Context: an optimization exercise on an open-source flow, tuned for small area. The choices shown serve that exercise and are no tape-out recipe.
Function was checked by simulation only, so behaviour that the tests miss may differ from the original.
The flow treats the clock pin as an ideal source. Dropping or thinning the clock tree relies on that and would not hold on a real chip.
Power figures rest on the tool's default switching activity, not on a simulated workload.

Design basysConnections, start of the top module:
module basysConnections(
    input clock,
    input reset,
    input [15:0] SW,
    input JC4,JC3,JC2,JC1,    
    input JC10,JC9,JC8,JC7,  
    input JB7, JB8,
    input JB1, 
    input JB3, JB4,  
    output JA8,JA7, 
    output JA4,JA3,JA2,JA1,  
    output [7:0] LED  
    );
export LEC_CHECK = 0
export CAP_MARGIN = 20
export CORE_MARGIN = 2
export CORE_UTILIZATION = 65
export SLEW_MARGIN = 20
create_clock -name core_clock -period 10.0 [get_ports {clock}]
standard.sh (not shown) runs the stock make flow with config.mk's settings and CLKGATE_MAP_FILE= SYNTH_SCRIPT=/design/flow/synth_recipe.tcl, a recipe that flattens the netlist after the stock synthesis.
==> flow/flow/run.sh <==
#!/bin/bash
# Layout flow: the standard synthesis, then an area-oriented re-mapping of
# its combinational logic (the registers, their cells and names, are kept),
# then the standard ORFS layout with one-cell port buffers and a clock
# tree built from small buffers without dummy loads.
set -euo pipefail
W=$(pwd)
R=$W/orfs/results/$FLOW_PLATFORM/basysConnections/base
YOSYS=$FLOW_HOME/../tools/install/yosys/bin/yosys
command -v yosys >/dev/null 2>&1 && YOSYS=$(command -v yosys)

bash standard.sh synth > $W/1_synth_standard.log 2>&1
cp $R/1_2_yosys.v $W/1_2_yosys_standard.v

REMAP_LIB=$FLOW_HOME/platforms/$FLOW_PLATFORM/lib/sky130_fd_sc_hd__tt_025C_1v80.lib \
REMAP_IN=$W/1_2_yosys_standard.v REMAP_OUT=$W/1_2_yosys_remap.v \
REMAP_ABC=$W/flow/area.abc REMAP_STAT=$W/1_remap_stat.txt \
  $YOSYS -c $W/flow/remap.tcl > $W/1_remap.log 2>&1
cp $W/1_2_yosys_remap.v $R/1_2_yosys.v

bash standard.sh \
  "BUFFER_PORTS_ARGS=-buffer_cell sky130_fd_sc_hd__buf_1" \
  "CTS_ARGS=-sink_clustering_enable -repair_clock_nets -dont_use_dummy_load -buf_list {sky130_fd_sc_hd__clkbuf_4 sky130_fd_sc_hd__clkbuf_8}" \
  finish > $W/2_layout.log 2>&1
Other scripts of this flow, unchanged in this note and not shown: flow/flow/area.abc, flow/flow/remap.tcl
==> next run, changes <==
--- a/flow/flow/run.sh
+++ b/flow/flow/run.sh
@@ -22,3 +22,3 @@
   "BUFFER_PORTS_ARGS=-buffer_cell sky130_fd_sc_hd__buf_1" \
-  "CTS_ARGS=-sink_clustering_enable -repair_clock_nets -dont_use_dummy_load -buf_list {sky130_fd_sc_hd__clkbuf_4 sky130_fd_sc_hd__clkbuf_8}" \
+  "CTS_ARGS=-sink_clustering_enable -repair_clock_nets -dont_use_dummy_load -buf_list sky130_fd_sc_hd__clkbuf_4 -sink_buffer_max_cap_derate 0.6" \
   finish > $W/2_layout.log 2>&1
Wire length drops slightly.
Sequential cell count is unchanged.
Synthesized cell count stays the same.
Final area drops slightly.
Total power drops by roughly a tenth.
Core utilization drops by 1.4 points.
Critical path depth is unchanged.


basysConnections again, from the RTL that the note above started with.
clock: 10.0 ns
lec_check: 0
cap_margin: 20
core_margin: 2
core_utilization: 65
slew_margin: 20
==> flow/flow/run.sh <==
#!/bin/bash
# Layout flow:
#  1. the standard synthesis (bash standard.sh synth), unchanged;
#  2. an area-oriented re-mapping of its combinational logic with ABC
#     (deepsyn with a few random seeds, the smallest result is kept); the
#     registers, their cells and instance names, are left as they are;
#  3. the standard ORFS floorplan and placement, with one-cell port buffers;
#  4. a two-level clock tree (flow/cts.tcl) in place of TritonCTS;
#  5. the standard ORFS routing and finishing.
# Every tool writes its full output to a log file of its own in this folder.
set -euo pipefail
W=$(pwd)
R=$W/orfs/results/$FLOW_PLATFORM/basysConnections/base
LIB=$FLOW_HOME/platforms/$FLOW_PLATFORM/lib/sky130_fd_sc_hd__tt_025C_1v80.lib
YOSYS=$FLOW_HOME/../tools/install/yosys/bin/yosys
command -v yosys >/dev/null 2>&1 && YOSYS=$(command -v yosys)

bash standard.sh synth > $W/1_synth_standard.log 2>&1
cp $R/1_2_yosys.v $W/1_2_yosys_standard.v

best=""; best_area=""
for seed in 0 7 13 42; do
  printf 'strash\n&get -n\n&deepsyn -T 30 -S %s\n&put\n&get -n\n&nf -a -p -R 1000\n&put\ntopo\n' $seed > $W/1_remap_s$seed.abc
  REMAP_LIB=$LIB REMAP_IN=$W/1_2_yosys_standard.v REMAP_OUT=$W/1_2_yosys_remap_s$seed.v \
  REMAP_ABC=$W/1_remap_s$seed.abc REMAP_STAT=$W/1_remap_stat_s$seed.txt \
    $YOSYS -c $W/flow/remap.tcl > $W/1_remap_s$seed.log 2>&1 &
done
wait
for seed in 0 7 13 42; do
  a=$(awk '/Chip area for module/ {print $NF}' $W/1_remap_stat_s$seed.txt || true)
  [[ -z "$a" ]] && continue
  if [[ -z "$best_area" ]] || awk -v a=$a -v b=$best_area 'BEGIN{exit !(a<b)}'; then
    best=$seed; best_area=$a
  fi
done
echo "remap: seed $best, area $best_area" > $W/1_remap_choice.txt
cp $W/1_2_yosys_remap_s$best.v $R/1_2_yosys.v

bash standard.sh "BUFFER_PORTS_ARGS=-buffer_cell sky130_fd_sc_hd__buf_1" place > $W/2_place.log 2>&1

RESULTS_DIR=$R LIB_FILES=$LIB PLATFORM_DIR=$FLOW_HOME/platforms/$FLOW_PLATFORM \
CTS_MAX_SINKS=18 CTS_LEAF_BUF=sky130_fd_sc_hd__clkbuf_8 CTS_ROOT_BUF=sky130_fd_sc_hd__clkbuf_4 \
CTS_CLOCK_NET=clock \
  openroad -no_init -exit $W/flow/cts.tcl > $W/3_cts.log 2>&1

bash standard.sh "BUFFER_PORTS_ARGS=-buffer_cell sky130_fd_sc_hd__buf_1" finish > $W/4_route_finish.log 2>&1
Other scripts of this flow, unchanged in this note and not shown: flow/flow/cts.tcl, flow/flow/remap.tcl
The starting point completed without violations.
==> next run, changes <==
--- a/flow/flow/run.sh
+++ b/flow/flow/run.sh
@@ -4,3 +4,4 @@
 #  2. an area-oriented re-mapping of its combinational logic with ABC
-#     (deepsyn with a few random seeds, the smallest result is kept); the
+#     (deepsyn with a few random seeds, then mapping and don't-care resubstitution;
+#     the smallest result is kept); the
 #     registers, their cells and instance names, are left as they are;
@@ -22,3 +23,3 @@
 for seed in 0 7 13 42; do
-  printf 'strash\n&get -n\n&deepsyn -T 30 -S %s\n&put\n&get -n\n&nf -a -p -R 1000\n&put\ntopo\n' $seed > $W/1_remap_s$seed.abc
+  printf 'strash\n&get -n\n&deepsyn -T 30 -S %s\n&put\n&get -n\n&nf -a -p -R 1000\n&put\nmfs3 -ae -H 8 -K 8 -R 4\nmfs3 -aer -H 8\ntopo\n' $seed > $W/1_remap_s$seed.abc
   REMAP_LIB=$LIB REMAP_IN=$W/1_2_yosys_standard.v REMAP_OUT=$W/1_2_yosys_remap_s$seed.v \
=>
- worst setup slack gets better by 340 ps
- die area fell by 0.82%
- power barely changes
- cell area decreases by 0.98%
- critical path depth falls by 2
In every run of this note, the design's own scripts or RTL, not TritonCTS, make the clock network.

[re-timing with driven ports]
The flow's constraints put no driver on any port. The routed layouts listed below were extracted and timed again, unchanged, in two steps.
Step 1 sets driving cells, clkbuf_16 on the clock port and buf_2 on the other inputs (assumed; they add their load-dependent delay and slew).
Step 2 adds t to the input delays and takes it off the output delays; t is the mean of the earliest and latest rising clock arrival at the registers after step 1. Input paths then give back, and output paths get back, about the clock's delay inside the block.
Slacks: ideal / step 1 / step 2; pairs: ideal / step 1.
| run | t, ns | setup slack, ns | worst data-port slew with drivers (ns) | pins driven straight from the clock port |
|---|---|---|---|---|
| the first run of note 1 | 0.429 | 4.594 / 4.594 / 4.594 | 0.03 | 1 |
| the second run of note 1 | 0.503 | 4.600 / 4.600 / 4.600 | 0.03 | 1 |
| the first run of note 2 | 0.471 | 4.636 / 4.636 / 4.636 | 0.03 | 1 |
| the second run of note 2 | 0.484 | 4.981 / 4.981 / 4.981 | 0.03 | 1 |
After both steps setup and hold are still met in every run listed.
